This design comes from an exercise in tuning for small area on the open sky130 flow, not from production work. In this exercise RTL edits were held to simulation tests only and were not proved equivalent to the original. In runs 4 to 6 the design's own scripts or RTL, not TritonCTS, make the clock network. The clock port is modelled as an ideal driver, which makes a skipped or thinned clock tree look cheaper than it is; a real chip needs a root buffer or a tree. Power figures rest on the tool's default switching activity, not on a simulated workload.

[flow/design.v]
module ps2_keyboard (
  input  wire       clk,
  input  wire       reset,
  input  wire       ps2_clk_i,
  input  wire       ps2_data_i,
  output wire       rx_p5,
  output wire       rx_p6,
  output reg  [7:0] rx_data
);
reg  [1:0]  m;
reg  [4:0]  s;
reg  [11:0] timer_r;
wire [11:0] timer = timer_r ^ 12'haaa;
wire in_h  = (m == 2'b00);
wire in_fm = (m == 2'b01);
wire done  = (timer == 12'h6fc);
wire fb    = ~(timer[11] ^ timer[5] ^ timer[3] ^ timer[0]);
always @(posedge clk) begin
  if (reset) begin
    m     <= {1'b0, ~ps2_clk_i};
    s     <= 5'd0;
    timer_r <= 12'h001 ^ 12'haaa;
  end else begin
    m[1] <= m[0];
    m[0] <= (m[1] == m[0]) ? ~ps2_clk_i : m[0];
    if (s[4])
      s <= (s[3:1] == 3'd6) ? {4'd0, s[0] | in_fm} : {1'b1, s[3:1] + 3'd1, s[0] | in_fm};
    else if (s[3:0] == 4'd11)
      s <= 5'b1_001_0;
    else if (in_h && ps2_clk_i && done)
      s <= 5'd0;
    else if (in_fm)
      s <= s + 5'd1;
    timer_r <= (in_h ? {timer[10:0], fb} : 12'h000) ^ 12'haaa;
  end
end
always @(posedge clk)
  if (in_fm && !s[4] && s[3:0] != 4'd0 && s[3:0] <= 4'd8)
    rx_data <= {ps2_data_i, rx_data[7:1]};
assign rx_p5 = s[4] && (s[3:1] == 3'd5);
assign rx_p6 = s[4] && (s[3:1] == 3'd6);
endmodule
`default_nettype none
module zxkbd
(
input               clk,
input               reset,
output              res_k,
output      [12:1]  f,
input               ps2_clk,
input               ps2_data,
input       [7:0]   zx_kb_scan,
output      [4:0]   zx_kb_out,
output      [4:0]   k_joy,        
output              num_joy
);
wire        p5, p6;
wire [7:0]  b;
ps2_keyboard ps2_keyboard (
  .clk        (clk),
  .reset      (reset),
  .ps2_clk_i  (ps2_clk),
  .ps2_data_i (ps2_data),
  .rx_p5      (p5),
  .rx_p6      (p6),
  .rx_data    (b)
);
reg         ex_code;      
reg         brk;          
reg         res_key;
reg  [12:1] f_key;
reg         numlock;
reg  [4:0]  kempston;
reg  [4:0]  keymatrix_n [0:7];    
assign res_k   = res_key;
assign f       = f_key;
assign k_joy   = kempston;
assign num_joy = numlock;
wire val = ~reset & ~brk;     
always @(posedge clk) begin
  if (reset) begin
    ex_code <= 1'b0;
    brk     <= 1'b0;
  end else if (p6) begin
    ex_code <= (b == 8'hE0) | (~brk & (b == 8'hF0) & ex_code);
    brk     <= brk ? (b == 8'hE0) : (b == 8'hF0);
  end
end
always @(posedge clk) begin
  if (reset)
    numlock <= 1'b0;
  else if (p5 & ~brk & (b == 8'h77))
    numlock <= ~numlock;
end
wire l0 = (b[3:0] == 4'h0) | reset;
wire l1 = (b[3:0] == 4'h1) | reset;
wire l2 = (b[3:0] == 4'h2) | reset;
wire l3 = (b[3:0] == 4'h3) | reset;
wire l4 = (b[3:0] == 4'h4) | reset;
wire l5 = (b[3:0] == 4'h5) | reset;
wire l6 = (b[3:0] == 4'h6) | reset;
wire l7 = (b[3:0] == 4'h7) | reset;
wire l8 = (b[3:0] == 4'h8) | reset;
wire l9 = (b[3:0] == 4'h9) | reset;
wire la = (b[3:0] == 4'ha) | reset;
wire lb = (b[3:0] == 4'hb) | reset;
wire lc = (b[3:0] == 4'hc) | reset;
wire ld = (b[3:0] == 4'hd) | reset;
wire le = (b[3:0] == 4'he) | reset;
wire f0 = (p5 & (b[7:4] == 4'h0)) | reset;
wire f7 = (p5 & (b[7:4] == 4'h7)) | reset;
wire f8 = (p5 & (b[7:4] == 4'h8)) | reset;
wire h00 = (p6 & ~ex_code & (b[7:4] == 4'h0)) | reset;
wire h01 = (p6 & ~ex_code & (b[7:4] == 4'h1)) | reset;
wire h02 = (p6 & ~ex_code & (b[7:4] == 4'h2)) | reset;
wire h03 = (p6 & ~ex_code & (b[7:4] == 4'h3)) | reset;
wire h04 = (p6 & ~ex_code & (b[7:4] == 4'h4)) | reset;
wire h05 = (p6 & ~ex_code & (b[7:4] == 4'h5)) | reset;
wire h06 = (p6 & ~ex_code & (b[7:4] == 4'h6)) | reset;
wire h07 = (p6 & ~ex_code & (b[7:4] == 4'h7)) | reset;
wire h11 = (p6 & ex_code & (b[7:4] == 4'h1)) | reset;
wire h14 = (p6 & ex_code & (b[7:4] == 4'h4)) | reset;
wire h15 = (p6 & ex_code & (b[7:4] == 4'h5)) | reset;
wire h16 = (p6 & ex_code & (b[7:4] == 4'h6)) | reset;
wire h17 = (p6 & ex_code & (b[7:4] == 4'h7)) | reset;
wire nl1 = numlock | reset;
wire nl0 = ~numlock | reset;
always @(posedge clk) if (f7 & le) res_key <= val;
always @(posedge clk) if (f0 & l5) f_key[1] <= val;
always @(posedge clk) if (f0 & l6) f_key[2] <= val;
always @(posedge clk) if (f0 & l4) f_key[3] <= val;
always @(posedge clk) if (f0 & lc) f_key[4] <= val;
always @(posedge clk) if (f0 & l3) f_key[5] <= val;
always @(posedge clk) if (f0 & lb) f_key[6] <= val;
always @(posedge clk) if (f8 & l3) f_key[7] <= val;
always @(posedge clk) if (f0 & la) f_key[8] <= val;
always @(posedge clk) if (f0 & l1) f_key[9] <= val;
always @(posedge clk) if (f0 & l9) f_key[10] <= val;
always @(posedge clk) if (f7 & l8) f_key[11] <= val;
always @(posedge clk) if (f0 & l7) f_key[12] <= val;
always @(posedge clk) if ((h02 & l9))
  keymatrix_n[0][0] <= ~val;
always @(posedge clk) if ((h11 & l4) | (h01 & l4) | (h07 & l1) | (h04 & l9) | (h07 & lc) | (h07 & l9) | (h07 & lb) | (h04 & le) | (h07 & l6) | (h14 & la) | (h04 & la) | (h04 & l1) | (h04 & lc) | (h05 & l2) | (h05 & ld) | (h05 & l5) | (h05 & l4) | (h05 & lb))
  keymatrix_n[0][1] <= ~val;
always @(posedge clk) if ((h03 & la) | (h07 & l1) | (h04 & l9))
  keymatrix_n[0][2] <= ~val;
always @(posedge clk) if ((h03 & l1) | (h04 & l1))
  keymatrix_n[0][3] <= ~val;
always @(posedge clk) if ((h03 & l2) | (h07 & lc))
  keymatrix_n[0][4] <= ~val;
always @(posedge clk) if ((h15 & la) | (h05 & la))
  keymatrix_n[1][0] <= ~val;
always @(posedge clk) if ((h04 & lb) | (h05 & l5))
  keymatrix_n[1][1] <= ~val;
always @(posedge clk) if ((h04 & l2) | (h07 & l9))
  keymatrix_n[1][2] <= ~val;
always @(posedge clk) if ((h03 & lb) | (h07 & lb) | (h04 & le))
  keymatrix_n[1][3] <= ~val;
always @(posedge clk) if ((h03 & l3))
  keymatrix_n[1][4] <= ~val;
always @(posedge clk) if ((h04 & ld) | (h05 & l2))
  keymatrix_n[2][0] <= ~val;
always @(posedge clk) if ((h04 & l4) | (h04 & lc))
  keymatrix_n[2][1] <= ~val;
always @(posedge clk) if ((h04 & l3))
  keymatrix_n[2][2] <= ~val;
always @(posedge clk) if ((h03 & lc))
  keymatrix_n[2][3] <= ~val;
always @(posedge clk) if ((h03 & l5))
  keymatrix_n[2][4] <= ~val;
always @(posedge clk) if ((h04 & l5) | (h07 & l0) | (h06 & l6))
  keymatrix_n[3][0] <= ~val;
always @(posedge clk) if ((h04 & l6) | (h07 & ld) | (h05 & lb))
  keymatrix_n[3][1] <= ~val;
always @(posedge clk) if ((h03 & le) | (h05 & l4) | (h17 & l4) | (h07 & l5 & nl0))
  keymatrix_n[3][2] <= ~val;
always @(posedge clk) if ((h03 & ld) | (h06 & lc) | (h17 & l5))
  keymatrix_n[3][3] <= ~val;
always @(posedge clk) if ((h03 & l6) | (h17 & l2) | (h07 & l4 & nl0))
  keymatrix_n[3][4] <= ~val;
always @(posedge clk) if ((h01 & l6) | (h06 & l9) | (h00 & ld))
  keymatrix_n[4][0] <= ~val;
always @(posedge clk) if ((h01 & le) | (h07 & l2) | (h05 & l8))
  keymatrix_n[4][1] <= ~val;
always @(posedge clk) if ((h02 & l6) | (h07 & la))
  keymatrix_n[4][2] <= ~val;
always @(posedge clk) if ((h02 & l5) | (h06 & lb & nl0))
  keymatrix_n[4][3] <= ~val;
always @(posedge clk) if ((h02 & le) | (h16 & lb) | (h07 & l3 & nl0))
  keymatrix_n[4][4] <= ~val;
always @(posedge clk) if ((h01 & l5))
  keymatrix_n[5][0] <= ~val;
always @(posedge clk) if ((h01 & ld))
  keymatrix_n[5][1] <= ~val;
always @(posedge clk) if ((h02 & l4))
  keymatrix_n[5][2] <= ~val;
always @(posedge clk) if ((h02 & ld))
  keymatrix_n[5][3] <= ~val;
always @(posedge clk) if ((h02 & lc))
  keymatrix_n[5][4] <= ~val;
always @(posedge clk) if ((h01 & lc))
  keymatrix_n[6][0] <= ~val;
always @(posedge clk) if ((h01 & lb))
  keymatrix_n[6][1] <= ~val;
always @(posedge clk) if ((h02 & l3))
  keymatrix_n[6][2] <= ~val;
always @(posedge clk) if ((h02 & lb))
  keymatrix_n[6][3] <= ~val;
always @(posedge clk) if ((h03 & l4))
  keymatrix_n[6][4] <= ~val;
always @(posedge clk) if ((h06 & l6) | (h00 & ld) | (h05 & l8) | (h01 & l2) | (h05 & l9) | (h07 & l6) | (h16 & lb) | (h17 & l5) | (h17 & l4) | (h17 & l2))
  keymatrix_n[7][0] <= ~val;
always @(posedge clk) if ((h01 & la) | (h05 & ld))
  keymatrix_n[7][1] <= ~val;
always @(posedge clk) if ((h02 & l2))
  keymatrix_n[7][2] <= ~val;
always @(posedge clk) if ((h02 & l1))
  keymatrix_n[7][3] <= ~val;
always @(posedge clk) if ((h02 & la) | (h14 & la) | (h04 & la))
  keymatrix_n[7][4] <= ~val;
always @(posedge clk) if ((h07 & l4 & nl1))
  kempston[0] <= val;
always @(posedge clk) if ((h06 & lb & nl1))
  kempston[1] <= val;
always @(posedge clk) if ((h07 & l3 & nl1))
  kempston[2] <= val;
always @(posedge clk) if ((h07 & l5 & nl1))
  kempston[3] <= val;
always @(posedge clk) if ((h11 & l1))
  kempston[4] <= val;
assign  zx_kb_out = (zx_kb_scan[0] ? 5'h1f : keymatrix_n[7]) &
                    (zx_kb_scan[1] ? 5'h1f : keymatrix_n[6]) &
                    (zx_kb_scan[2] ? 5'h1f : keymatrix_n[5]) &
                    (zx_kb_scan[3] ? 5'h1f : keymatrix_n[4]) &
                    (zx_kb_scan[4] ? 5'h1f : keymatrix_n[3]) &
                    (zx_kb_scan[5] ? 5'h1f : keymatrix_n[2]) &
                    (zx_kb_scan[6] ? 5'h1f : keymatrix_n[1]) &
                    (zx_kb_scan[7] ? 5'h1f : keymatrix_n[0]);
endmodule
[flow/flow/run.sh]
#!/bin/bash
# The standard ORFS flow (standard.sh) with three changes:
#  - synthesis maps with an area-only ABC script (flow/my_synth.tcl),
#  - ports are buffered with buf_1 instead of the default buffer,
#  - the clock tree uses clkbuf_4/clkbuf_8 and no dummy loads.
set -euo pipefail
export MY_FLOW_DIR=$PWD
sed "s#SYNTH_SCRIPT=[^ ]*#SYNTH_SCRIPT=$PWD/flow/my_synth.tcl#" standard.sh > my_standard.sh
export BUFFER_PORTS_ARGS="-buffer_cell sky130_fd_sc_hd__buf_1"
export CTS_ARGS="-repair_clock_nets -dont_use_dummy_load -buf_list {sky130_fd_sc_hd__clkbuf_4 sky130_fd_sc_hd__clkbuf_8} -root_buf sky130_fd_sc_hd__clkbuf_8"
bash my_standard.sh > standard.log 2>&1
[flow/flow/abc_area.script]
strash
balance
rewrite
refactor
balance
rewrite
rewrite -z
balance
refactor -z
rewrite -z
balance
dch -f
map -a
mfs2
strash
dch -f
map -a
topo
[flow/flow/my_synth.tcl]
# The standard synthesis script, with ABC's technology mapping run with an
# area-only script (flow/abc_area.script) instead of ORFS's timing-driven one.
proc abc {args} {
  set i [lsearch $args -script]
  if {$i >= 0} { lset args [expr {$i+1}] $::env(MY_FLOW_DIR)/flow/abc_area.script }
  yosys abc {*}$args
}
source $::env(MY_FLOW_DIR)/synth_recipe.tcl
[flow/standard.sh]
#!/bin/bash
# synth_recipe.tcl (not shown) runs the flow's synth.tcl, then flattens the netlist and writes it again
# the make line also repeats each setting of config.mk as NAME=value (left out here)
make -C /OpenROAD-flow-scripts/flow DESIGN_CONFIG=/design/flow/config.mk WORK_HOME=/design/flow/orfs CLKGATE_MAP_FILE= SYNTH_SCRIPT=/design/flow/synth_recipe.tcl "${@:-finish}"
[flow/config.mk]
export PLATFORM = sky130hd
export DESIGN_NAME = zxkbd
export DESIGN_NICKNAME = zxkbd
export VERILOG_FILES = /design/flow/design.v
export SDC_FILE = /design/flow/constraint.sdc
export NUM_CORES = 4
export LEC_CHECK = 0
export ABC_AREA = 1
export CAP_MARGIN = 20
export CORE_MARGIN = 2
export CORE_UTILIZATION = 40
export PLACE_DENSITY = 0.6
export SLEW_MARGIN = 20
[flow/constraint.sdc]
create_clock -name core_clock -period 5.0 [get_ports {clk}]
set_input_delay 1.0000 -clock core_clock [delete_from_list [all_inputs] [get_ports {clk}]]
set_output_delay 1.0000 -clock core_clock [all_outputs]
set_load 0.01 [all_outputs]
==> results of run 1 <==
## metrics by stage
stage               instance area [sq um]  hold slack (ns)  instances  power (W)
floorplan                            3880            0.366        393   0.000961
global route                         4340            0.415        571    0.00144
global placement                     4210            0.376        561    0.00102
finish                               4340            0.396        571    0.00138
detailed placement                   4210            0.382        561    0.00102
CTS                                  4330            0.396        570    0.00139
## power groups by stage
stage	clock network, W	registers (W)	logic, W
after CTS	0.000383	0.000848	0.000160
after detailed placement	0	0.000865	0.000160
final	0.000374	0.000848	0.000162
after floorplan	0	0.000862	0.0000992
after global placement	0	0.000864	0.000159
after global routing	0.000407	0.000852	0.000182
## worst min path at each step
| stage | slack (ns) | to | from | cells after the start |
|---|---|---|---|---|
| floorplan | 0.37 | ps2_keyboard.timer_r[5] | ps2_keyboard.timer_r[4] | 1 |
| global placement | 0.38 | ps2_keyboard.timer_r[7] | ps2_keyboard.timer_r[6] | 1 |
| detailed placement | 0.38 | ps2_keyboard.timer_r[3] | ps2_keyboard.timer_r[2] | 1 |
| CTS | 0.40 | ps2_keyboard.timer_r[1] | ps2_keyboard.timer_r[0] | 1 |
| global route | 0.42 | ps2_keyboard.timer_r[3] | ps2_keyboard.timer_r[2] | 1 |
| finish | 0.40 | ps2_keyboard.timer_r[7] | ps2_keyboard.timer_r[6] | 1 |
## layer usage
| metal | part of all wire [%] | track usage (%) | wire length [microns] | vias to the layer above |
|---|---|---|---|---|
| li1 | - | - | - | 1508 |
| met1 | 44 | 25.9 | 4460 | 1454 |
| met2 | 48 | 33.3 | 4850 | 117 |
| met3 | 5.2 | 3.80 | 526 | 21 |
| met4 | 2.4 | 7.49 | 237 | 0 |
| met5 | 0 | 0 | 0 | - |
## placed cells by master (no fill, tap or decap), types with 3 or more instances in the layout
cell type and instances:
o22ai_1 28, nand2_1 32, ha_1 4, o211ai_1 3, a21oi_1 29, nor4_1 6, dfxtp_1 21, buf_1 35
clkinv_1 51, nand3_1 10, clkbuf_8 9, nor2_1 87, o221ai_1 4, buf_4 4, edfxtp_1 67, o21ai_0 22
nor3_1 13
## cell usage after synthesis, types with 2 or more instances
cell type | n | area (sq um)
a21oi_1 | 29 | 145
o21ai_0 | 22 | 110
o21bai_1 | 2 | 15.0
a2111oi_0 | 2 | 17.5
nor2_1 | 87 | 327
nor3_1 | 13 | 65.1
edfxtp_1 | 67 | 2010
o221ai_1 | 4 | 35.0
o211ai_1 | 3 | 22.5
nand2_1 | 32 | 120
nand4_1 | 2 | 12.5
dfxtp_1 | 21 | 420
nor4_1 | 6 | 37.5
clkinv_1 | 51 | 191
o22ai_1 | 28 | 175
ha_1 | 4 | 50.1
nand3_1 | 10 | 50.1
## area by class of cell
| type | count | share of cell area, % |
|---|---|---|
| Sequential cell | 88 | 56.0 |
| Multi-Input combinational cell | 254 | 29.1 |
| Inverter | 51 | 4.41 |
| Timing Repair Buffer | 40 | 3.89 |
| Tap cell | 129 | 3.72 |
| Clock buffer | 9 | 2.85 |
## sequential cells by signal (all words and copies together), names as in the netlist
register and flops:
keymatrix_n 40, brk 1, res_key 1, ex_code 1
kempston 5, numlock 1, ps2_keyboard.timer_r 12, f_key 12
ps2_keyboard.s 5, ps2_keyboard.rx_data 8, ps2_keyboard.m 2
## worst reg2reg max path: stages, from the launching register on
cell	delay, ns
dfxtp_1	0.44
clkinv_1	0.15
nor2_1	0.16
clkinv_1	0.12
nor3_1	0.16
buf_4	0.18
clkinv_1	0.09
nor2_1	0.29
clkinv_1	0.20
nor3_1	0.38
nor2_1	0.28
o21ai_0	0.29
## kinds of logic after synthesis
group / Yosys count / share of synthesized area [%]
AOI/OAI and AO/OA: 98 / 15.0
xor gates and xnor gates: 1 / 0.225
adders and majority gates: 4 / 1.29
buffers and inverters: 51 / 4.93
DFF: 88 / 62.6
and+or+nand+nor: 151 / 15.9
==> results.tsv, run 1 <==
metric	value	unit
outcome	complete, no violations	
avgSynthCellArea	9.89	sq um
clock_latency	0.35	ns
grt_pass1_wl	15700	microns
swShare	25.1	%
dr.first_iter.drc_count	249	
rr_endpoint	keymatrix_n[3][3]	
pwr-share-clk	27.0	%
tritoncts	yes	
cts_buffers	9	
syn-num-nets	409	
grt_pass1_vias	3056	
critPathKind	in -> reg	
critPathBufInv	2	
final_core_util	46.6	%
fin_skew	0.0302	ns
dieArea	0.0105	sq mm
grt_start_max_net_pins	41	
core_area	0.00933	sq mm
rsz0062_at_grt	no	
ys_ff_latch	88	
crit_path_max_fanout	15	
reg2reg_from	ps2_keyboard.s[2]	
cts-resized-gates	0	
setup_viol	0	
numClockSinks	88	
netlist-cell-type-count	27	
grtUsageTotal	19.9	%
critical_path.cell_chain	buf_1 -> a21oi_1 -> clkinv_1 -> o41ai_1 -> nand3_1 -> a2111oi_0 -> nand4_1	
critical_path.top_delay_family	compound AO/OA/AOI/OAI gates	
fin_crit	3.06	ns
viasPerCell	5.43	
crit_start	reset	
cts-root-buf	clkbuf_8	
crit_cells	7	
fin_setup_tns	0	ns
wl_per_cell	17.6	microns
post_cts_buffers	0	
port_buffers	35	
first_pass_iters	5	
slowest_stage	a21oi_1	
max_freq	327	MHz
clk_pin_slew	0.08	ns
arrival	3.14	ns
diodes	0	
cp.required	5.09	ns
ys_warn_count	3	
syn_to_final_growth	11.8	%
ys_seq_area_share	62.6	%
pin_count	36	
intPower	0.00104	W
gr-total-overflow	0	
power_density	319	mW/mm^2
ctsHoldBuffers	0	
ant_nets	0	
seqPwrFrac	61.3	%
period_share	61.2	%
power.leakage	1.41	nW
drc	0	
nets	460	
ys.flop_type	edfxtp_1	
regArea	0.00243	sq mm
die_w	103	microns
dp_hpwl	7280	microns
syn_inst	393	
async_reset_ff_share	0	%
gp_congestion	0.912	
tightestPinTransition	0.964	ns
hold_viol	0	
post_route_cells_drive_above_1_share	3.39	%
synth_edf_count	67	
clk_path_buf_depth	2	
end_kind	register	
hold_path.class	reg -> reg	
fill_cells	921	
drv_cap	0	
via_count	3100	
p_switching	0.000347	W
ir_worst_vdd	0.000185	V
place_ws	1.67	ns
power_frac_comb	11.7	%
postRouteWirelength	10100	microns
maxSlewViolCount	0	
worst_setup_path_start_kind	input port	
antenna_found_initial	0	
reg2reg_depth	11	
multi_input_area	0.00127	sq mm
setup_slack	1.94	ns
die_h	103	microns
crit_end	keymatrix_n[0][1]	
start_util	41.6	%
syn_area	0.00388	sq mm
rows	35	
htree_levels	3	
reg2reg_slack	1.98	ns
cpPeakStageDelay	0.69	ns
slew_headroom	35.7	%
==> run 2, diff against run 1 <==
==> flow/flow/run.sh (replaced) <==
#!/bin/bash
# The standard ORFS flow (standard.sh) with three changes:
#  - synthesis maps with an area-only ABC script (flow/my_synth.tcl),
#  - ports are buffered with buf_1 instead of the default buffer,
#  - the clock tree uses clkbuf_8 and no dummy loads.
set -euo pipefail
export MY_FLOW_DIR=$PWD
sed "s#SYNTH_SCRIPT=[^ ]*#SYNTH_SCRIPT=$PWD/flow/my_synth.tcl#" standard.sh > my_standard.sh
export BUFFER_PORTS_ARGS="-buffer_cell sky130_fd_sc_hd__buf_1"
export CTS_ARGS="-sink_clustering_enable -sink_clustering_size 24 -sink_clustering_max_diameter 300 -repair_clock_nets -dont_use_dummy_load -buf_list sky130_fd_sc_hd__clkbuf_8 -root_buf sky130_fd_sc_hd__clkbuf_8"
bash my_standard.sh > standard.log 2>&1
==> flow/flow/abc_area.script (replaced) <==
strash
balance
rewrite
refactor
balance
rewrite
rewrite -z
balance
refactor -z
rewrite -z
balance
dch
amap
mfs2
strash
dch
amap
topo
==> run 2 against run 1 <==
- die area decreased by 0.31%
- register-to-register slack improved by 0.18 ns
- still clean
- highest routed layer unchanged
- non-clock buffer count decreased by 2
- first-iteration DRC count decreased by 11%
- clock power about the same
- wire length decreased by 4.1%
- count of clock-buffer cells in the layout unchanged
==> results.tsv, run 2 <==
metric	value	unit	change
ir_worst_vdd	0.000123	V	-34%
synthTopCellsByArea	edfxtp_1, dfxtp_1, nor2_1		
design_area	0.00432	sq mm	-0.60%
async_reset_ff_share	0	%	unchanged
clock_latency	0.36	ns	about the same
ant_nets	0		unchanged
slowest_stage	clkinv_1		
maxSlewViolCount	0		unchanged
drv_cap	0		unchanged
yosysMostFrequentCell	nor2_1		
synth_top_area_cell	edfxtp_1		
fin_skew	0.0274	ns	-0.00277 ns
final_cell_mix	nor2_1, edfxtp_1, buf_1		
syn_to_final_growth	11.5	%	
dieArea	0.0105	sq mm	-0.31%
avgSynthCellArea	10.2	sq um	+2.8%
critical_path.cell_chain	buf_1 -> buf_4 -> clkinv_1 -> o21ai_0 -> clkinv_1 -> o22ai_1 -> nor3_1 -> nand3_1		
die_h	102	microns	-0.16%
die_w	102	microns	-0.16%
grtUsageTotal	19.8	%	-0.15 points
crit_path_max_fanout	31		+16
power_density	324	mW/mm^2	+1.6%
synth_edf_count	67		unchanged
gp_congestion	0.932		+2.1%
hold_viol	0		unchanged
power.leakage	1.38	nW	-2.4%
cts-resized-gates	0		unchanged
regMostFlops	keymatrix_n		
syn_inst	381		-3.1%
period_share	63.6	%	+2.5 points
syn-num-nets	397		-2.9%
grt_pass1_wl	15400	microns	-1.8%
fill_cells	913		-0.87%
grt_pass1_vias	3081		+0.82%
antenna_found_initial	0		unchanged
reg2reg_depth	8		-3
drc	0		unchanged
start_util	41.5	%	-0.13 points
tritoncts	yes		
fin_setup_tns	0	ns	unchanged
rows	35		unchanged
fin_crit	3.18	ns	+0.123 ns
yosysTopAreaCellShare	52.0	%	+0.17 points
layout.cells.most_common	nor2_1		
viasPerCell	5.55		+2.2%
rsz0062_at_grt	no		
post_cts_buffers	0		unchanged
cpPeakStageDelay	0.49	ns	-0.20 ns
slew_headroom	31.2	%	-4.5 points
dpl-instance-area	0.00419	sq mm	-0.33%
pin_count	36		unchanged
cts_buffers	9		unchanged
worst_setup_path_start_kind	input port		
syn_area	0.00387	sq mm	-0.32%
setup_viol	0		unchanged
ctsHoldBuffers	0		unchanged
nets	446		-3.0%
ys_ff_latch	88		unchanged
end_kind	register		
first_pass_iters	5		unchanged
gr-total-overflow	0		unchanged
cp.required	5.07	ns	-0.02 ns
arrival	3.25	ns	+0.11 ns
tightestPinTransition	1.03	ns	+0.0643 ns
netlist-cell-type-count	31		+15%
postRouteWirelength	9660	microns	-4.1%
clk_path_buf_depth	2		unchanged
reg.largest.list	keymatrix_n: 40 flops, f_key: 12 flops, ps2_keyboard.timer_r: 12 flops		
post_route_cells_drive_above_1_share	3.04	%	-0.36 points
hold_path.class	reg -> reg		
numClockSinks	88		unchanged
dp_hpwl	7140	microns	-1.9%
largest_reg_flops	40		unchanged
max_freq	314	MHz	-3.9%
ys.flop_type	edfxtp_1		
port_buffers	35		unchanged
via_count	3091		-0.29%
cts-root-buf	clkbuf_8		
critPathKind	in -> reg		
htree_levels	3		unchanged
synthTopCellsByCount	nor2_1, edfxtp_1, clkinv_1		
grt_start_max_net_pins	41		unchanged
min_path_cells	1		unchanged
final_cell_count_no_fill	557		-2.5%
placed_cells	548		-2.3%
diodes	0		unchanged
ys_warn_count	3		unchanged
dr.first_iter.drc_count	221		-11%
crit_top_cell	clkinv_1		
wl_per_cell	17.3	microns	-1.7%
clk_pin_slew	0.09	ns	about the same
outcome	complete, no violations		
core_area	0.00933	sq mm	unchanged
ys_seq_area_share	62.8	%	+0.20 points
[run 2: cells by family after synthesis]
kind of cell | Yosys count | share of synthesized area, %
simple gates | 171 | 19.1
flops | 88 | 62.8
compound gates | 85 | 13.6
buf+inv | 33 | 3.20
fa+ha+maj | 4 | 1.29
[run 2: metrics by stage]
stage | hold WS, ns | setup WS [ns] | power [W] | utilization, %
after floorplan | 0.368 | 2.39 | 0.000973 | -
after detailed placement | 0.386 | 1.57 | 0.00104 | 45.0
after global routing | 0.418 | 1.60 | 0.00147 | 46.3
final | 0.403 | 1.82 | 0.00140 | 46.3
after CTS | 0.407 | 1.93 | 0.00141 | 46.3
after global placement | 0.380 | 1.62 | 0.00104 | 45.0
[run 2: worst paths after layout]
check             slack (ns)                 endpoint                    start
setup / recovery        1.82        keymatrix_n[0][1]                    reset
hold reg to reg         0.40  ps2_keyboard.timer_r[6]  ps2_keyboard.timer_r[5]
hold / removal          0.40  ps2_keyboard.timer_r[6]  ps2_keyboard.timer_r[5]
setup reg to reg        2.16        keymatrix_n[4][3]        ps2_keyboard.s[1]
[run 2: area by class of cell]
class,instances,area [sq um],area share (%)
multi-input cells,260,1320,30.6
repair buffers,38,154,3.56
inverters,33,124,2.87
flip-flops and latches,88,2430,56.3
well taps,129,161,3.74
clock buffers,9,124,2.87
[run 2: critical path, delay by kind of cell]
kind                   cells  cell delay, ns
and+or+nand+nor            2            0.18
buffers and inverters      4            1.31
AOI/OAI and AO/OA          2            0.75
[run 2: report_power, final]
part	total (W)	switching [W]	internal [W]	leakage, nW
Combinational	0.000167	0.000117	0.0000501	0.504
Clock	0.000376	0.000215	0.000161	0.0647
Sequential	0.000855	0.0000228	0.000832	0.809
Total	0.00140	0.000354	0.00104	1.38
[run 2: per-layer routing]
metal,share of wire [%],wire length [microns],GRT usage (%)
met5,0,0,0
met4,2.9,279,7.18
met3,5.2,505,4.58
met2,50,4810,34.4
met1,42,4060,24.1
==> run 3, diff against run 2 <==
--- a/flow/flow/run.sh
+++ b/flow/flow/run.sh
@@ -8,4 +8,4 @@
 sed "s#SYNTH_SCRIPT=[^ ]*#SYNTH_SCRIPT=$PWD/flow/my_synth.tcl#" standard.sh > my_standard.sh
 export BUFFER_PORTS_ARGS="-buffer_cell sky130_fd_sc_hd__buf_1"
-export CTS_ARGS="-sink_clustering_enable -sink_clustering_size 24 -sink_clustering_max_diameter 300 -repair_clock_nets -dont_use_dummy_load -buf_list sky130_fd_sc_hd__clkbuf_8 -root_buf sky130_fd_sc_hd__clkbuf_8"
+export CTS_ARGS="-sink_clustering_enable -repair_clock_nets -dont_use_dummy_load -buf_list sky130_fd_sc_hd__clkbuf_8 -root_buf sky130_fd_sc_hd__clkbuf_8"
 bash my_standard.sh > standard.log 2>&1
==> run 3 against run 2 <==
- final area did not move
- register-to-register slack barely moved
- cell count did not move
- global-route usage did not move
- critical endpoint unchanged
==> results.tsv, run 3 <==
metric	value	unit	change
ys_ff_latch	88		unchanged
netlist-cell-type-count	31		unchanged
final_cell_mix	nor2_1, edfxtp_1, buf_1		
syn-num-nets	397		unchanged
ant_nets	0		unchanged
largest_reg_flops	40		unchanged
post_route_cells_drive_above_1_share	3.04	%	unchanged
reg2reg_from	ps2_keyboard.s[1]		
busiest_layer	met2		
ys.flop_type	edfxtp_1		
ys_seq_area_share	62.8	%	unchanged
nets	446		unchanged
ir_worst_vdd	0.000123	V	unchanged
min_from	ps2_keyboard.timer_r[5]		
clk_pin_slew	0.09	ns	about the same
setup_viol	0		unchanged
end_kind	register		
regMostFlops	keymatrix_n		
post_cts_buffers	0		unchanged
syn_inst	381		unchanged
core_area	0.00933	sq mm	unchanged
use_met1	24.1	%	unchanged
htree_levels	3		unchanged
ys_warn_count	3		unchanged
pin_count	36		unchanged
wl_per_cell	17.3	microns	unchanged
max_freq	314	MHz	unchanged
via_count	3091		unchanged
synth_xor_area_share	0	%	unchanged
hold_viol	0		unchanged
final_core_util	46.3	%	unchanged
power.leakage	1.38	nW	unchanged
syn_to_final_growth	11.5	%	unchanged
critPathKind	in -> reg		
die_h	102	microns	unchanged
layout.cells.most_common	nor2_1		
grt_pass1_vias	3081		unchanged
cp.required	5.07	ns	about the same
gr-total-overflow	0		unchanged
synth_mux_area_share	0	%	unchanged
grt_pass1_wl	15400	microns	unchanged
final_cell_count_no_fill	557		unchanged
synthTopCellsByArea	edfxtp_1, dfxtp_1, nor2_1		
dp_hpwl	7140	microns	unchanged
power_density	324	mW/mm^2	unchanged
clock_latency	0.36	ns	about the same
grt_start_max_net_pins	41		unchanged
hold_path.class	reg -> reg		
drc	0		unchanged
dieArea	0.0105	sq mm	unchanged
grt_util_met2	34.4	%	unchanged
ctsHoldBuffers	0		unchanged
first_pass_iters	5		unchanged
synth_top_family_by_area	simple AND/OR/NAND/NOR gates		
placed_cells	548		unchanged
gp_congestion	0.932		unchanged
arrival	3.25	ns	about the same
clk_path_buf_depth	2		unchanged
postRouteWirelength	9660	microns	unchanged
rsz0062_at_grt	no		
slew_headroom	31.2	%	unchanged
die_w	102	microns	unchanged
fin_setup_tns	0	ns	unchanged
rows	35		unchanged
diodes	0		unchanged
cts-root-buf	clkbuf_8		
drv_cap	0		unchanged
period_share	63.6	%	unchanged
maxSlewViolCount	0		unchanged
tightestPinTransition	1.03	ns	unchanged
grtUsageTotal	19.8	%	unchanged
cts_buffers	9		unchanged
synth_fa_ha_area_share	1.29	%	unchanged
start_util	41.5	%	unchanged
numClockSinks	88		unchanged
avgSynthCellArea	10.2	sq um	unchanged
yosysTopAreaCellShare	52.0	%	unchanged
dr.first_iter.drc_count	221		unchanged
crit_start	reset		
viasPerCell	5.55		unchanged
syn_area	0.00387	sq mm	unchanged
async_reset_ff_share	0	%	unchanged
fin_skew	0.0274	ns	unchanged
antenna_found_initial	0		unchanged
port_buffers	35		unchanged
fin_crit	3.18	ns	unchanged
yosys.area_share.simple	19.1	%	unchanged
worst_setup_path_start_kind	input port		
synth_edf_count	67		unchanged
synthTopCellsByCount	nor2_1, edfxtp_1, clkinv_1		
tritoncts	yes		
crit_path_max_fanout	31		unchanged
outcome	complete, no violations		
synth_compound_area_share	13.6	%	unchanged
yosysMostFrequentCell	nor2_1		
reg.largest.list	keymatrix_n: 40 flops, f_key: 12 flops, ps2_keyboard.timer_r: 12 flops		
synth_top_area_cell	edfxtp_1		
cts-resized-gates	0		unchanged
grt_use_met3	4.58	%	unchanged
==> run 3: cell counts after synthesis <==
No cell type changed its count.
==> run 3: kinds of logic (layout without fill, tap and decap cells) <==
| family | Yosys count | after routing |
|---|---|---|
| compound gates | 85 | 85 |
| simple gates | 171 | 171 |
| buf+inv | 33 | 80 |
| fa+ha+maj | 4 | 4 |
| flops | 88 | 88 |
==> run 3: per-layer routing <==
| metal | wire length, microns | vias to the layer above | share of wire [%] |
|---|---|---|---|
| met4 | 279 | 0 | 2.9 |
| met2 | 4810 | 112 | 50 |
| met3 | 505 | 24 | 5.2 |
| met5 | 0 | - | 0 |
| met1 | 4060 | 1459 | 42 |
| li1 | - | 1496 | - |
==> run 3: through the flow <==
step | hold WS, ns | cell area [sq um] | setup slack (ns) | power [W]
6_report | 0.403 | 4320 | 1.82 | 0.00140
2_1_floorplan | 0.368 | 3870 | 2.39 | 0.000973
3_3_place_gp | 0.380 | 4190 | 1.62 | 0.00104
4_1_cts | 0.407 | 4320 | 1.93 | 0.00141
5_1_grt | 0.418 | 4320 | 1.60 | 0.00147
3_5_place_dp | 0.386 | 4190 | 1.57 | 0.00104
==> run 3: power by group <==
part | switching, W | total [W] | internal (W)
sequential | 0.0000228 | 0.000855 | 0.000832
clock | 0.000215 | 0.000376 | 0.000161
combinational | 0.000117 | 0.000167 | 0.0000501
==> run 3: path summary, 6_finish.rpt <==
kind | endpoint | slack (ns) | depth (start not counted)
setup / recovery | keymatrix_n[0][1] | 1.82 | 8
hold / removal | ps2_keyboard.timer_r[6] | 0.40 | 1
setup reg to reg | keymatrix_n[4][3] | 2.16 | 8
hold reg to reg | ps2_keyboard.timer_r[6] | 0.40 | 1
==> run 3: critical path, cell delays in order <==
cell      delay [ns]
buf_1           0.06
buf_4           0.30
clkinv_1        0.49
o21ai_0         0.44
clkinv_1        0.46
o22ai_1         0.31
nor3_1          0.09
nand3_1         0.09
==> run 3: final cells by class <==
cell class,count,area [sq um]
Fill cell,913,5010
Sequential cell,88,2430
Multi-Input combinational cell,260,1320
Tap cell,129,161
Timing Repair Buffer,38,154
Clock buffer,9,124
Inverter,33,124
==> run 4, diff against run 3 <==
==> flow/flow/run.sh (replaced) <==
#!/bin/bash
# The standard ORFS flow (standard.sh) with three changes:
#  - synthesis maps with an area-only ABC script (flow/my_synth.tcl),
#  - ports are buffered with buf_1 instead of the default buffer,
#  - the clock tree is a clkbuf_4 root driving five clkbuf_8 leaves
#    (flow/my_cts.tcl, run as ORFS's PRE_CTS_TCL hook).
set -euo pipefail
export MY_FLOW_DIR=$PWD
sed "s#SYNTH_SCRIPT=[^ ]*#SYNTH_SCRIPT=$PWD/flow/my_synth.tcl#" standard.sh > my_standard.sh
export BUFFER_PORTS_ARGS="-buffer_cell sky130_fd_sc_hd__buf_1"
export PRE_CTS_TCL=$PWD/flow/my_cts.tcl
bash my_standard.sh > standard.log 2>&1
==> flow/flow/my_cts.tcl (new file) <==
# PRE_CTS_TCL hook: a two-level clock tree built here instead of TritonCTS.
# The clock port drives one root buffer, which drives $nleaf leaf buffers,
# one per group of placed flip-flops (recursive bisection of the flip-flop
# locations into groups of equal size); each leaf buffer sits at the centre
# of its flip-flops, the root at the centre of the leaves.
# clock_tree_synthesis is then skipped; the rest of ORFS's CTS step
# (legalisation, timing repair) runs as usual.
set nleaf 5
set leafm [[ord::get_db] findMaster sky130_fd_sc_hd__clkbuf_8]
set rootm [[ord::get_db] findMaster sky130_fd_sc_hd__clkbuf_4]
set block [ord::get_db_block]
set clk [$block findNet clk]

set sinks {}
foreach it [$clk getITerms] {
  set bb [[$it getInst] getBBox]
  lappend sinks [list $it [expr {([$bb xMin] + [$bb xMax]) / 2}] [expr {([$bb yMin] + [$bb yMax]) / 2}]]
}

# split the sinks into k groups of (nearly) equal size, cutting the longer
# side of their bounding box
proc split_sinks {sinks k} {
  if {$k <= 1} { return [list $sinks] }
  set xs {}; set ys {}
  foreach s $sinks { lappend xs [lindex $s 1]; lappend ys [lindex $s 2] }
  set xs [lsort -integer $xs]; set ys [lsort -integer $ys]
  set w [expr {[lindex $xs end] - [lindex $xs 0]}]
  set h [expr {[lindex $ys end] - [lindex $ys 0]}]
  set idx [expr {$w >= $h ? 1 : 2}]
  set sinks [lsort -integer -index $idx $sinks]
  set ka [expr {$k / 2}]
  set kb [expr {$k - $ka}]
  set na [expr {([llength $sinks] * $ka + $k / 2) / $k}]
  return [concat [split_sinks [lrange $sinks 0 [expr {$na - 1}]] $ka] \
                 [split_sinks [lrange $sinks $na end] $kb]]
}

set root [odb::dbInst_create $block $rootm clkbuf_root]
set rnet [odb::dbNet_create $block clknet_root]
$rnet setSigType CLOCK
[$root findITerm A] connect $clk
[$root findITerm X] connect $rnet

set k 0
set lx 0; set ly 0
foreach g [split_sinks $sinks $nleaf] {
  set sx 0; set sy 0
  foreach s $g { incr sx [lindex $s 1]; incr sy [lindex $s 2] }
  set cx [expr {$sx / [llength $g]}]
  set cy [expr {$sy / [llength $g]}]
  set buf [odb::dbInst_create $block $leafm clkbuf_leaf_$k]
  set net [odb::dbNet_create $block clknet_leaf_$k]
  $net setSigType CLOCK
  [$buf findITerm A] connect $rnet
  [$buf findITerm X] connect $net
  foreach s $g {
    set it [lindex $s 0]
    $it disconnect
    $it connect $net
  }
  $buf setLocation $cx $cy
  $buf setPlacementStatus PLACED
  puts "clock buffer clkbuf_leaf_$k: [llength $g] flip-flops, at $cx $cy"
  incr lx $cx; incr ly $cy
  incr k
}
$root setLocation [expr {$lx / $k}] [expr {$ly / $k}]
$root setPlacementStatus PLACED
$clk setSigType CLOCK
set_propagated_clock [all_clocks]

proc clock_tree_synthesis {args} {
  puts "clock_tree_synthesis skipped: the clock tree was built by flow/my_cts.tcl"
}
==> run 4 against run 3 <==
- maximum frequency up 2.3%
- combinational power hardly changed
- still clean on timing, DRC and antenna
- power shrank 4.9%
- synthesized cell count unchanged
- final area shrank 1.0%
- sequential power about the same
- via count up 0.91%
- flip-flop and latch count did not move
- worst hold slack improved by 0.0069 ns
- sequential share of layout area up 0.59 points
==> results.tsv, run 4 <==
metric	value	unit	change
core_area	0.00933	sq mm	unchanged
start_util	41.5	%	unchanged
reg2reg_slack	2.17	ns	about the same
arrival	3.26	ns	about the same
power_density	311	mW/mm^2	-3.9%
ys_seq_area_share	62.8	%	unchanged
ys_warn_count	3		unchanged
hold_path.class	reg -> reg		
yosysTopAreaCellShare	52.0	%	unchanged
synth_edf_count	67		unchanged
async_reset_ff_share	0	%	unchanged
p_total	0.00133	W	-4.9%
rows	35		unchanged
postRouteWirelength	9720	microns	+0.71%
crit_start	reset		
layout.cells.most_common	nor2_1		
syn_area	0.00387	sq mm	unchanged
period_share	62.2	%	-1.4 points
fin_skew	0.00865	ns	-0.0187 ns
grt_pass1_wl	15500	microns	+0.45%
cpPeakStageDelay	0.48	ns	about the same
synth_top_area_cell	edfxtp_1		
seqPwrFrac	64.3	%	+3.1 points
reg.largest.list	keymatrix_n: 40 flops, f_key: 12 flops, ps2_keyboard.timer_r: 12 flops		
intPower	0.000982	W	-5.9%
synthTopCellsByArea	edfxtp_1, dfxtp_1, nor2_1		
swShare	26.2	%	+0.81 points
die_w	102	microns	unchanged
critPathBufInv	4		unchanged
syn_inst	381		unchanged
final_cell_mix	nor2_1, edfxtp_1, buf_1		
rr_endpoint	keymatrix_n[4][3]		
wl_per_cell	17.5	microns	+1.1%
gp_congestion	0.932		unchanged
grt_start_max_net_pins	41		unchanged
ys.flop_type	edfxtp_1		
clk_pin_slew	0.11	ns	+0.02 ns
pwr-share-clk	23.2	%	-3.7 points
grtUsageTotal	18.8	%	-0.94 points
post_cts_buffers	0		unchanged
gr-total-overflow	0		unchanged
critPathKind	in -> reg		
grt_pass1_vias	3049		-1.0%
fin_setup_tns	0	ns	unchanged
syn-num-nets	397		unchanged
yosysMostFrequentCell	nor2_1		
via_count	3119		+0.91%
fill_cells	911		-0.22%
dp_hpwl	7140	microns	unchanged
final_core_util	45.8	%	-0.48 points
largest_reg_flops	40		unchanged
outcome	complete, no violations		
drv_cap	0		unchanged
synthTopCellsByCount	nor2_1, edfxtp_1, clkinv_1		
critical_path.top_delay_family	buffers and inverters		
p_switching	0.000348	W	-1.8%
end_kind	register		
ir_worst_vdd	0.000176	V	+44%
drc	0		unchanged
regMostFlops	keymatrix_n		
critical_path.cell_chain	buf_1 -> buf_4 -> clkinv_1 -> o21ai_0 -> clkinv_1 -> o22ai_1 -> nor3_1 -> nand3_1		
viasPerCell	5.62		+1.3%
setup_viol	0		unchanged
port_buffers	35		unchanged
worst_setup_path_start_kind	input port		
fin_crit	3.11	ns	-0.0715 ns
reg2reg_from	ps2_keyboard.s[1]		
cts-resized-gates	0		unchanged
slowest_stage	clkinv_1		
crit_cells	8		unchanged
maxSlewViolCount	0		unchanged
cp.required	5.15	ns	+0.08 ns
final_cell_count_no_fill	555		-0.36%
nets	443		-0.67%
dr.first_iter.drc_count	245		+11%
crit_path_max_fanout	31		unchanged
reg2reg_depth	8		unchanged
crit_end	keymatrix_n[0][1]		
avgSynthCellArea	10.2	sq um	unchanged
power_frac_comb	12.5	%	+0.6 points
slew_headroom	32.4	%	+1.2 points
die_h	102	microns	unchanged
syn_to_final_growth	10.3	%	
crit_top_cell	clkinv_1		
power.leakage	1.35	nW	-1.8%
ys_ff_latch	88		unchanged
ant_nets	0		unchanged
rsz0062_at_grt	no		
tightestPinTransition	1.01	ns	-0.0175 ns
post_route_cells_drive_above_1_share	2.35	%	-0.68 points
antenna_found_initial	1		+1
ctsHoldBuffers	0		unchanged
clock_latency	0.42	ns	+0.06 ns
max_freq	322	MHz	+2.3%
pin_count	36		unchanged
placed_cells	548		unchanged
first_pass_iters	5		unchanged
hold_viol	0		unchanged
netlist-cell-type-count	31		unchanged
dieArea	0.0105	sq mm	unchanged
==> run 4: worst register-to-register path: cells and delay by family, from the launching register on <==
kind | cells | cell delay (ns)
buffers and inverters | 2 | 0.38
AOI/OAI and AO/OA | 1 | 0.29
DFF | 1 | 0.49
and+or+nand+nor | 5 | 1.37
==> run 4: per-layer routing <==
metal	up-vias	share of wire (%)	track usage [%]
met5	-	0	0
met4	0	2.6	3.79
met3	21	4.7	2.26
met2	117	51	34.2
met1	1493	42	24.3
li1	1488	-	-
==> run 4: area by class of cell <==
cell class / count / area, sq um / area share [%]
inverter: 33 / 124 / 2.90
tap: 129 / 161 / 3.78
sequential: 88 / 2430 / 56.9
timing repair buffer: 38 / 154 / 3.60
buffer: 6 / 76.3 / 1.79
multi-input combinational: 260 / 1320 / 31.0
antenna: 1 / 2.50 / 0.0586
==> run 4: worst min-delay path by stage <==
stage,start,endpoint,slack [ns],cells after the start
5_1_grt,ps2_keyboard.timer_r[10],ps2_keyboard.timer_r[11],0.43,1
3_3_place_gp,ps2_keyboard.timer_r[4],ps2_keyboard.timer_r[5],0.38,1
3_5_place_dp,ps2_keyboard.timer_r[4],ps2_keyboard.timer_r[5],0.39,1
4_1_cts,ps2_keyboard.timer_r[4],ps2_keyboard.timer_r[5],0.41,1
6_report,ps2_keyboard.timer_r[4],ps2_keyboard.timer_r[5],0.41,1
2_1_floorplan,ps2_keyboard.timer_r[4],ps2_keyboard.timer_r[5],0.37,1
==> run 4: logic make-up after synthesis <==
group	count (synthesis)	synth area share, %
simple gates	171	19.1
flops	88	62.8
fa+ha+maj	4	1.29
compound gates	85	13.6
buf+inv	33	3.20
==> run 4: stage by stage <==
stage	cell area (sq um)	setup WS (ns)	hold WS, ns
CTS	4270	2.02	0.411
global placement	4190	1.62	0.380
global route	4270	1.66	0.432
finish	4270	1.89	0.410
floorplan	3870	2.39	0.368
detailed placement	4190	1.57	0.386
==> run 4: power groups by stage <==
stage / registers [W] / clock network, W / logic (W)
2_1_floorplan: 0.000868 / 0 / 0.000105
3_3_place_gp: 0.000871 / 0 / 0.000166
3_5_place_dp: 0.000872 / 0 / 0.000167
4_1_cts: 0.000855 / 0.000322 / 0.000167
5_1_grt: 0.000859 / 0.000348 / 0.000188
6_report: 0.000855 / 0.000308 / 0.000167
==> run 5, diff against run 4 <==
--- a/flow/flow/run.sh
+++ b/flow/flow/run.sh
@@ -1,5 +1,6 @@
 #!/bin/bash
 # The standard ORFS flow (standard.sh) with three changes:
-#  - synthesis maps with an area-only ABC script (flow/my_synth.tcl),
+#  - synthesis maps with area-only ABC scripts, keeping the smallest result
+#    (flow/my_synth.tcl, flow/abc_*.script),
 #  - ports are buffered with buf_1 instead of the default buffer,
 #  - the clock tree is a clkbuf_4 root driving five clkbuf_8 leaves
==> flow/flow/abc_a1.script (new file) <==
strash
dch
map -a
mfs2
strash
dch
map -a
topo
==> flow/flow/abc_a3.script (new file) <==
strash
balance
rewrite
refactor
balance
rewrite
rewrite -z
balance
refactor -z
rewrite -z
balance
dch -f
map -a
mfs2
strash
dch -f
map -a
topo
==> flow/flow/abc_b3.script (new file) <==
strash
balance
rewrite
refactor
balance
rewrite
rewrite -z
balance
refactor -z
rewrite -z
balance
dch -f
amap
mfs2
strash
dch -f
amap
topo
==> flow/flow/abc_b5.script (new file) <==
strash
balance
rewrite
refactor
balance
rewrite
rewrite -z
balance
refactor -z
rewrite -z
balance
dch -f
amap
mfs2
strash
dch -f
amap
mfs2
strash
dch -f
amap
topo
==> flow/flow/abc_b6.script (new file) <==
strash
balance
rewrite
refactor
balance
rewrite
rewrite -z
balance
refactor -z
rewrite -z
balance
dch
amap
mfs2
strash
dch
amap
topo
==> flow/flow/abc_c2.script (new file) <==
strash
balance
rewrite
refactor
balance
rewrite
rewrite -z
balance
refactor -z
rewrite -z
balance
dch -f
amap -m
topo
==> flow/flow/my_synth.tcl (replaced) <==
# The standard synthesis script, with ABC's technology mapping run with
# area-only scripts (flow/abc_*.script) instead of ORFS's timing-driven one:
# each script is tried and the netlist with the smallest cell area is kept.
proc abc {args} {
  set i [lsearch $args -script]
  set lib [lindex $args [expr {[lsearch $args -liberty] + 1}]]
  set dir $::env(MY_FLOW_DIR)/flow
  set best ""
  set best_area 1e30
  yosys design -save pre_abc
  foreach s [lsort [glob $dir/abc_*.script]] {
    yosys design -load pre_abc
    lset args [expr {$i + 1}] $s
    yosys abc {*}$args
    yosys tee -q -o $::env(MY_FLOW_DIR)/abc_stat.txt stat -liberty $lib
    set f [open $::env(MY_FLOW_DIR)/abc_stat.txt]
    set txt [read $f]
    close $f
    regexp {Chip area for module '[^']*': ([0-9.]+)} $txt -> area
    puts "ABC script $s: area $area"
    if {$area < $best_area} { set best_area $area; set best $s }
  }
  yosys design -load pre_abc
  lset args [expr {$i + 1}] $best
  puts "ABC script chosen: $best (area $best_area)"
  yosys abc {*}$args
}
source $::env(MY_FLOW_DIR)/synth_recipe.tcl
removed: flow/flow/abc_area.script
==> run 5 against run 4 <==
- final area decreased by 0.38%
- largest power group unchanged
- clock power about the same
- highest routed layer unchanged
- global-route usage decreased by 0.19 points
==> results.tsv, run 5 <==
metric	value	unit	change
drv_cap	0		unchanged
ys_warn_count	3		unchanged
power.leakage	1.33	nW	-1.5%
final_cell_mix	nor2_1, edfxtp_1, clkinv_1, buf_1, o22ai_1		
post_cts_buffers	0		unchanged
grtUsageTotal	18.6	%	-0.19 points
arrival	3.43	ns	+0.17 ns
gr-total-overflow	0		unchanged
viasPerCell	5.58		-0.67%
setup_viol	0		unchanged
wl_per_cell	17.5	microns	about the same
async_reset_ff_share	0	%	unchanged
yosysTopAreaCellShare	52.0	%	unchanged
netlist-cell-type-count	29		-6.5%
tightestPinTransition	1.02	ns	+0.00458 ns
antenna_found_initial	0		-1
crit_path_max_fanout	21		-32%
syn-num-nets	397		unchanged
dpl-instance-area	0.00418	sq mm	-0.33%
synthTopCellsByCount	nor2_1, edfxtp_1, clkinv_1		
critPathKind	in -> reg		
fin_skew	0.0101	ns	+0.00144 ns
min_from	ps2_keyboard.timer_r[4]		
pin_count	36		unchanged
whs	0.412	ns	+0.00248 ns
ir_worst_vdd	0.000137	V	-22%
reg.largest.list	keymatrix_n: 40 flops, f_key: 12 flops, ps2_keyboard.timer_r: 12 flops		
hold_path.class	reg -> reg		
grt_start_max_net_pins	41		unchanged
end_kind	register		
port_buffers	35		unchanged
max_freq	305	MHz	-5.0%
syn_to_final_growth	9.92	%	
setup_slack	1.73	ns	-0.165 ns
fill_cells	906		-0.55%
via_count	3087		-1.0%
reg2reg_from	ps2_keyboard.s[1]		
postRouteWirelength	9690	microns	-0.40%
place_ws	1.36	ns	-0.206 ns
slew_headroom	32.0	%	-0.31 points
dieArea	0.0105	sq mm	unchanged
gp_congestion	1.01		+8.2%
crit_start	reset		
die_w	102	microns	unchanged
nets	442		-0.23%
synth_edf_count	67		unchanged
fin_crit	3.27	ns	+0.165 ns
avgSynthCellArea	10.2	sq um	unchanged
cp.required	5.15	ns	about the same
rows	35		unchanged
design_area	0.00426	sq mm	-0.38%
core_area	0.00933	sq mm	unchanged
diodes	0		-1
ys.flop_type	edfxtp_1		
p_total	0.00132	W	-0.87%
clock_latency	0.42	ns	about the same
drc	0		unchanged
layout.cells.most_common	nor2_1		
synth_top_area_cell	edfxtp_1		
rsz0062_at_grt	no		
grt_pass1_wl	15300	microns	-1.2%
regMostFlops	keymatrix_n		
syn_inst	381		unchanged
largest_reg_flops	40		unchanged
grt_pass1_vias	3054		+0.16%
fin_setup_tns	0	ns	unchanged
hold_viol	0		unchanged
die_h	102	microns	unchanged
first_pass_iters	5		unchanged
dr.first_iter.drc_count	216		-12%
period_share	65.5	%	+3.3 points
worst_setup_path_start_kind	input port		
yosysMostFrequentCell	nor2_1		
power_density	310	mW/mm^2	-0.49%
maxSlewViolCount	0		unchanged
syn_area	0.00387	sq mm	unchanged
start_util	41.5	%	unchanged
post_route_cells_drive_above_1_share	1.89	%	-0.47 points
synthTopCellsByArea	edfxtp_1, dfxtp_1, nor2_1		
ant_nets	0		unchanged
ctsHoldBuffers	0		unchanged
cts-resized-gates	0		unchanged
ys_ff_latch	88		unchanged
outcome	complete, no violations		
dp_hpwl	7060	microns	-1.1%
ys_seq_area_share	62.8	%	unchanged
clk_pin_slew	0.11	ns	about the same
run 5: logic make-up (layout without fill, tap and decap cells):
family,count (synthesis),after routing,synth area share [%]
AND/OR/NAND/NOR,169,169,19.3
flip-flops,88,88,62.8
AO/OA/AOI/OAI,85,85,13.2
adder cells (fa/ha/maj),4,4,1.29
buffers and inverters,35,78,3.39
run 5: worst max-delay path, stage by stage:
cell       delay, ns
buf_1           0.46
clkinv_1        0.62
o21ai_0         0.39
clkinv_1        0.43
nor2_1          0.25
a2111oi_0       0.11
nand4_1         0.15
run 5: final cells by class:
cell class | instances | area [sq um] | share of cell area, %
buffer | 6 | 76.3 | 1.79
inverter | 35 | 131 | 3.09
multi-input combinational | 258 | 1310 | 30.7
sequential | 88 | 2430 | 57.1
tap | 129 | 161 | 3.79
timing repair buffer | 37 | 146 | 3.44
run 5: per-layer routing:
metal / share of wire (%) / vias up / track usage (%)
met2: 50 / 124 / 33.7
met3: 5.9 / 21 / 1.57
li1: - / 1489 / -
met5: 0 / - / 0
met1: 42 / 1453 / 24.3
met4: 2.4 / 0 / 4.51
run 5: power breakdown:
part | internal (W) | switching, W | leakage [nW]
Sequential | 0.000832 | 0.0000226 | 0.809
Clock | 0.0000999 | 0.000205 | 0.0406
Combinational | 0.0000464 | 0.000112 | 0.484
Total | 0.000978 | 0.000340 | 1.33
run 5: path summary, 6_finish.rpt:
path	endpoint	slack, ns	cells after the start
setup / recovery	keymatrix_n[0][1]	1.73	7
hold / removal	ps2_keyboard.timer_r[5]	0.41	1
setup reg to reg	keymatrix_n[7][4]	2.26	7
hold reg to reg	ps2_keyboard.timer_r[5]	0.41	1
run 5: stage by stage:
step / cells / utilization, %
2_1_floorplan: 381 / -
3_3_place_gp: 547 / 44.8
3_5_place_dp: 547 / 44.8
4_1_cts: 553 / 45.6
5_1_grt: 553 / 45.6
6_report: 553 / 45.6
==> run 6, diff against run 5 <==
==> flow/flow/abc_d2.script (new file) <==
strash
balance
rewrite
refactor
balance
rewrite
rewrite -z
balance
refactor -z
rewrite -z
balance
&get -n
&deepsyn -T 40
&put
dch -f
amap
mfs2
strash
dch -f
amap
topo
==> flow/flow/abc_e2.script (new file) <==
strash
balance
rewrite
refactor
balance
rewrite
rewrite -z
balance
refactor -z
rewrite -z
balance
&get -n
&deepsyn -T 40 -S 7
&put
dch -f
amap
mfs2
strash
dch -f
amap
topo
--- a/flow/flow/my_synth.tcl
+++ b/flow/flow/my_synth.tcl
@@ -19,10 +19,12 @@
     regexp {Chip area for module '[^']*': ([0-9.]+)} $txt -> area
     puts "ABC script $s: area $area"
-    if {$area < $best_area} { set best_area $area; set best $s }
+    if {$area < $best_area} {
+      set best_area $area
+      set best $s
+      yosys design -save best_abc
+    }
   }
-  yosys design -load pre_abc
-  lset args [expr {$i + 1}] $best
   puts "ABC script chosen: $best (area $best_area)"
-  yosys abc {*}$args
+  yosys design -load best_abc
 }
 source $::env(MY_FLOW_DIR)/synth_recipe.tcl
==> run 6 against run 5 <==
- cell count fell by 6.1%
- maximum frequency is 15% higher
- clock power is 2% lower
- register-to-register slack got worse by 0.09 ns
- final area decreased by 2.2%
- largest cell class unchanged
- die area decreased by 2.1%
- sequential share of layout area up 1.3 points
- via count fell by 2.9%
- critical path depth is 3 lower
==> results.tsv, run 6 <==
metric	value	unit	change
layout.cells.most_common	nor2_1		
dr.first_iter.drc_count	262		+21%
hold_viol	0		unchanged
netlist-cell-type-count	27		-6.9%
post_cts_buffers	0		unchanged
busiest_layer	met2		
clock_latency	0.41	ns	about the same
min_path_cells	1		unchanged
reg2reg_depth	7		unchanged
synth_edf_count	67		unchanged
rows	35		unchanged
post_route_cells_drive_above_1_share	2.45	%	+0.56 points
largest_reg_flops	40		unchanged
wl_per_cell	17.8	microns	+1.6%
fin_crit	2.84	ns	-0.430 ns
power_frac_comb	10.9	%	-1.1 points
critPathKind	in -> out		
grt_start_max_net_pins	41		unchanged
via_count	2998		-2.9%
grt_util_met2	30.7	%	-3.0 points
place_ws	2.13	ns	+0.765 ns
pin_count	36		unchanged
outcome	complete, no violations		
maxSlewViolCount	0		unchanged
reg.largest.list	keymatrix_n: 40 flops, f_key: 12 flops, ps2_keyboard.timer_r: 12 flops		
grt_use_met3	1.79	%	+0.22 points
crit_top_cell	buf_1		
reg2reg_slack	2.17	ns	-0.09 ns
grt_pass1_vias	2915		-4.6%
arrival	1.84	ns	-1.59 ns
fill_cells	881		-2.8%
fin_setup_tns	0	ns	unchanged
grtUsageTotal	17.7	%	-0.95 points
yosysMostFrequentCell	nor2_1		
worst_setup_path_start_kind	input port		
gr-total-overflow	0		unchanged
cts-resized-gates	0		unchanged
seqPwrFrac	66.0	%	+1.2 points
ys_seq_area_share	64.2	%	+1.4 points
setup_viol	0		unchanged
min_from	ps2_keyboard.timer_r[2]		
ant_nets	0		unchanged
syn-num-nets	379		-4.5%
drc	0		unchanged
regMostFlops	keymatrix_n		
end_kind	primary output		
first_pass_iters	4		-1
synth_top_area_cell	edfxtp_1		
crit_path_max_fanout	5		-76%
pwr-share-clk	23.1	%	about the same
syn_area	0.00379	sq mm	-2.2%
die_w	101	microns	-1.1%
reg2reg_from	ps2_keyboard.s[3]		
viasPerCell	5.78		+3.5%
ys.flop_type	edfxtp_1		
gp_congestion	0.936		-7.2%
diodes	0		unchanged
yosysTopAreaCellShare	53.1	%	+1.2 points
syn_to_final_growth	9.94	%	about the same
p_total	0.00129	W	-1.8%
setup_slack	2.16	ns	+0.430 ns
fin_skew	0.00825	ns	-0.00184 ns
swShare	24.7	%	-1.1 points
dieArea	0.0103	sq mm	-2.1%
ir_worst_vdd	0.000167	V	+22%
p_switching	0.000320	W	-6.0%
nets	426		-3.6%
slew_headroom	25.9	%	-6.1 points
max_freq	352	MHz	+15%
grt_pass1_wl	14600	microns	-4.7%
ys_warn_count	3		unchanged
dp_hpwl	6610	microns	-6.4%
hold_path.class	reg -> reg		
ctsHoldBuffers	0		unchanged
rsz0062_at_grt	no		
period_share	56.9	%	-8.6 points
antenna_found_initial	0		unchanged
synthTopCellsByCount	nor2_1, edfxtp_1, clkinv_1		
cp.required	4.00	ns	-1.15 ns
final_core_util	45.3	%	-0.35 points
rr_endpoint	keymatrix_n[4][1]		
slowest_stage	nor4_1		
min_to	ps2_keyboard.timer_r[3]		
power.leakage	1.31	nW	-1.4%
postRouteWirelength	9240	microns	-4.6%
critical_path.cell_chain	buf_1 -> o22ai_1 -> nor4_1 -> buf_1		
synthTopCellsByArea	edfxtp_1, dfxtp_1, nor2_1		
start_util	41.2	%	-0.33 points
core_area	0.00920	sq mm	-1.4%
drv_cap	0		unchanged
cpPeakStageDelay	0.31	ns	-0.31 ns
use_met1	23.8	%	-0.53 points
async_reset_ff_share	0	%	unchanged
tightestPinTransition	1.11	ns	+0.0902 ns
critPathBufInv	2		-1
final_cell_mix	nor2_1, edfxtp_1, buf_1		
syn_inst	363		-4.7%
power_density	311	mW/mm^2	+0.34%
avgSynthCellArea	10.4	sq um	+2.7%
critical_path.top_delay_family	buffers and inverters		
intPower	0.000974	W	-0.40%
ys_ff_latch	88		unchanged
clk_pin_slew	0.09	ns	-0.02 ns
die_h	101	microns	-1.1%
port_buffers	35		unchanged
## run 6: changes by cell type after synthesis, sizes merged, moves of 2 or more
cell    previous run  this run
nor4              12         9
nor3               9        11
or2                3         0
clkinv            35        31
o21ai             26        16
nand3              9        12
a31oi              1         6
or3                4         2
nand2             25        23
nor2              93        86
a21oi             13        20
a211oi             3         0
nand4             10         8
## run 6: final cells by class
type	count	area, sq um	area share, %
inverters	31	116	2.79
well taps	111	139	3.34
flip-flops and latches	88	2430	58.4
multi-input cells	244	1240	29.7
plain buffers	6	76.3	1.83
repair buffers	39	161	3.88
## run 6: worst max-delay path by stage
| stage | from | cells after the start | to | slack, ns |
|---|---|---|---|---|
| floorplan | reset | 2 | keymatrix_n[0][0] | 2.39 |
| global placement | reset | 5 | keymatrix_n[6][1] | 2.14 |
| detailed placement | reset | 5 | keymatrix_n[6][1] | 2.13 |
| CTS | zx_kb_scan[5] | 4 | zx_kb_out[0] | 2.14 |
| global route | ps2_keyboard.s[3] | 10 | keymatrix_n[4][4] | 1.98 |
| finish | zx_kb_scan[5] | 4 | zx_kb_out[0] | 2.16 |
## run 6: logic make-up (layout without fill, tap and decap cells)
kind of cell             after synthesis  after routing  share of synthesized area (%)
AND/OR/NAND/NOR                      156            156                           17.9
flip-flops                            88             88                           64.2
AO/OA/AOI/OAI                         84             84                           13.4
buffers and inverters                 31             76                           3.07
adder cells (fa/ha/maj)                4              4                           1.32
## run 6: power groups by stage
| stage | clock (W) | sequential, W | combinational (W) |
|---|---|---|---|
| after floorplan | 0 | 0.000866 | 0.0000857 |
| after global placement | 0 | 0.000871 | 0.000138 |
| after detailed placement | 0 | 0.000870 | 0.000140 |
| after CTS | 0.000309 | 0.000854 | 0.000140 |
| after global routing | 0.000327 | 0.000857 | 0.000157 |
| final | 0.000299 | 0.000853 | 0.000141 |
## run 6: through the flow
stage                     cells  cell area, sq um  hold slack, ns
after floorplan             363              3790           0.383
after global placement      513              4090           0.392
after detailed placement    513              4090           0.394
after CTS                   519              4160           0.418
after global routing        519              4160           0.434
final                       519              4160           0.416
## run 6: per-layer routing
metal	vias up	part of all wire, %	routed length [microns]
met1	1409	43	3930
li1	1431	-	-
met4	0	2.8	261
met3	29	7.0	649
met5	-	0	0
met2	129	48	4400

what the ideal ports hide:
How much do the figures lean on ideal ports? The routed layouts below were timed once more, with nothing changed but the port constraints.
Step 1 sets driving cells, clkbuf_16 on the clock port and buf_2 on the other inputs (assumed; they add their load-dependent delay and slew).
Step 2, shift: input delay + t, output delay - t, t = (earliest + latest rising clock arrival at the registers) / 2. This alone moves slack from input paths to output paths.
a / b / c = ideal ports / drivers / drivers and shift; a / b = the first two.
| run | t, ns | setup slack, ns | worst setup path after step 2 | worst data-port slew with drivers (ns) |
|---|---|---|---|---|
| run 1 | 0.366 | 1.942 / 1.934 / 1.568 | input to register | 0.05 |
| run 2 | 0.381 | 1.820 / 1.828 / 1.447 | input to register | 0.03 |
| run 3 | 0.381 | 1.820 / 1.828 / 1.447 | input to register | 0.03 |
| run 4 | 0.445 | 1.891 / 1.900 / 1.455 | input to register | 0.03 |
| run 5 | 0.447 | 1.726 / 1.731 / 1.284 | input to register | 0.03 |
| run 6 | 0.434 | 2.156 / 2.131 / 2.129 | input to register | 0.03 |
After both steps every run listed still meets setup and hold. The setup slack of run 5, which loses most, moves by +0.005 ns with the drivers and by -0.442 ns with both steps.
